This design comes from an exercise in tuning for small area, a short achievable clock period and few clock cycles per item on the open sky130 flow, not from production work.
The RTL was checked by simulation tests, not by an equivalence proof against the original design.

run Z:
==> flow/design.v (excerpt) <==
module MulDiv(input clk, input reset,
    output io_req_ready,
    input  io_req_valid,
    input [3:0] io_req_bits_fn,
    input  io_req_bits_dw,
    input [63:0] io_req_bits_in1,
    input [63:0] io_req_bits_in2,
    input [4:0] io_req_bits_tag,
    input  io_kill,
    input  io_resp_ready,
    output io_resp_valid,
    output[63:0] io_resp_bits_data,
    output[4:0] io_resp_bits_tag
);
  localparam S_IDLE = 4'd0, S_MUL = 4'd1, S_MFIN = 4'd2, S_MCOR = 4'd3,
             S_NORM = 4'd4, S_DIV = 4'd5, S_FIX = 4'd6, S_DONE = 4'd7,
             S_MRES = 4'd8, S_NORM2 = 4'd9;
  reg [3:0] state;
  reg [65:0] R;      
  reg [65:0] C;      
  reg [64:0] D;      
  reg [63:0] Q;      
  reg [7:0] CL;      
  reg [6:0] cnt;
  reg [4:0] tag;
  reg cl;            
  reg [3:0] bOne, bTwo, bNeg;    
  reg isHi, isW, mulW, corr, negA, negB, divCin, outQ, needFix;
  reg [6:0] shr;     
  reg bZr, qZr;      
  reg held;          
  reg [63:0] O;
  reg [4:0] Otag;
  wire [3:0] fn = io_req_bits_fn;
  wire dw = io_req_bits_dw;
  wire cmdMul = fn[3] | ~fn[2];
  wire cmdHi = ((fn & 4'h5) == 4'h1) | fn[1] | fn[3];
  wire rhsSigned = ((fn & 4'h9) == 4'h0) | ~fn[2];
  wire lhsSigned = rhsSigned | ((fn & 4'h3) == 4'h0);
  ...
Size: roughly 380 flip-flops, roughly 210 I/O pins.
Settings: LEC_CHECK=0, CAP_MARGIN=20, CORE_MARGIN=2, CORE_UTILIZATION=40, SETUP_SLACK_MARGIN=5, SLEW_MARGIN=20; clock period 10.0 ns.
standard.sh (not shown) runs the stock make flow with config.mk's settings and CLKGATE_MAP_FILE= SYNTH_SCRIPT=/design/flow/synth_recipe.tcl, a recipe that flattens the netlist after the stock synthesis.
==> flow/flow/run.sh <==
#!/bin/bash
set -euo pipefail
bash standard.sh SETUP_SLACK_MARGIN=6 finish > flow_make.log 2>&1
Run Z: full flow OK, the timing, DRC and antenna checks passed
Testbench counts of run Z, summed over its fixed seeds: cycles 170,199, ops 16,000.
The inputs of run X differ from those of run Z as listed below.
==> flow/run.sh (new file) <==
#!/bin/bash
# synth_recipe.tcl (not shown) runs the flow's synth.tcl, then flattens the netlist and writes it again
# the make line also repeats each setting of config.mk as NAME=value (left out here)
make -C /OpenROAD-flow-scripts/flow DESIGN_CONFIG=/design/flow/config.mk WORK_HOME=/design/flow/orfs CLKGATE_MAP_FILE= SYNTH_SCRIPT=/design/flow/synth_recipe.tcl finish
removed: flow/flow/run.sh
removed: flow/standard.sh
### Flow results
- Run X completed end to end with timing, DRC and antenna clean.
- Global-route wire length before repair (run X over run Z): decrease, about 1.7%
- Higher fill cell instance count of the final layout was reported by run X, not run Z.
- Routed wire length: run X vs run Z down about 3.4%
- Diff run Z -> run X | pre-CTS setup slack | decrease of 0.54 ns
- The capturing instance or port of the critical path comes out R[2]$_DFFE_PP_ in one run and R[50]$_DFFE_PP_ in the other, namely in run Z and run X respectively.
- Against run Z, non-filler instance count after layout in run X fell slightly.

---

MulDiv, a different RTL version from the one above (not shown whole).
For scale: ~210 I/O pins.
clock: 10.0 ns
lec_check: 0
cap_margin: 20
core_margin: 2
core_utilization: 55
place_density: 0.65
setup_slack_margin: 5
slew_margin: 20
run.sh (not shown) runs the stock make flow with config.mk's settings and CLKGATE_MAP_FILE= SYNTH_SCRIPT=/design/flow/synth_recipe.tcl, a recipe that flattens the netlist after the stock synthesis.
Stock flow here: none of the scripts above is used.
Testbench counts at the start, summed over its fixed seeds: cycles 156,599, ops 16,000.
Then changed:
CORE_UTILIZATION = 40   (was 55)
PLACE_DENSITY = not set   (was 0.65)
Synthesized cell count stays the same.
Register-to-register slack gains 170 ps.
Final area climbs by 0.70%.
Worst setup slack loses 35 ps.

---

MulDiv, a different RTL version from the one above (not shown whole).
For scale: about 5,800 cells after synthesis, about 210 I/O pins.
export LEC_CHECK = 0
export CAP_MARGIN = 20
export CORE_MARGIN = 2
export CORE_UTILIZATION = 40
export SETUP_SLACK_MARGIN = 5
export SLEW_MARGIN = 20
create_clock -name core_clock -period 10.0 [get_ports {clk}]
The starting point completed with no timing, DRC or antenna violations.
Testbench counts at the start, summed over its fixed seeds: cycles 154,199, ops 16,000.
Then changed:
--- a/flow/config.mk
+++ b/flow/config.mk
@@ -10 +10,2 @@
-export CORE_UTILIZATION = 40
+export CORE_UTILIZATION = 55
+export PLACE_DENSITY = 0.65
The new run completed with no timing, DRC or antenna violations; die area falls by 27%; area after synthesis is unchanged; non-clock buffer count falls by 65; synthesized cell count stays the same.

==> afterwards: timing with drivers on the ports <==
No port has a modelled driver above. Below, the same layouts with a new extraction and two added sets of constraints.
Step 1 assumes that a clkbuf_16 drives the clock port and a buf_2 every other input.
Step 2, shift: input delay + t, output delay - t, t = (earliest + latest rising clock arrival at the registers) / 2. This alone moves slack from input paths to output paths.
a / b / c = ideal ports / drivers / drivers and shift; a / b = the first two.
| run | shift t [ns] | slack for setup (ns) | hold WS [ns] | latest minus earliest clock arrival (ns) | slew at the worst register clock pin (ns) |
|---|---|---|---|---|---|
| run Z | 0.702 | 4.850 / 4.836 / 4.850 | 0.452 / 0.452 / 0.452 | 0.045 / 0.045 | 0.07 / 0.07 |
| run X | 0.711 | 5.000 / 4.950 / 4.532 | 0.453 / 0.453 / 0.453 | 0.044 / 0.044 | 0.07 / 0.07 |
| the first run of note 2 | 0.667 | 4.749 / 4.671 / 4.333 | 0.477 / 0.477 / 0.477 | 0.037 / 0.037 | 0.07 / 0.07 |
| the second run of note 2 | 0.676 | 4.714 / 4.643 / 4.331 | 0.474 / 0.474 / 0.474 | 0.031 / 0.031 | 0.07 / 0.07 |
| the first run of note 3 | 0.692 | 4.865 / 4.787 / 4.341 | 0.490 / 0.490 / 0.490 | 0.040 / 0.040 | 0.08 / 0.08 |
| the second run of note 3 | 0.676 | 4.900 / 4.847 / 4.437 | 0.504 / 0.504 / 0.504 | 0.051 / 0.050 | 0.07 / 0.07 |
After both steps every run listed still meets setup and hold. The setup slack of the first run of note 3, which loses most, moves by -0.078 ns with the drivers and by -0.524 ns with both steps.
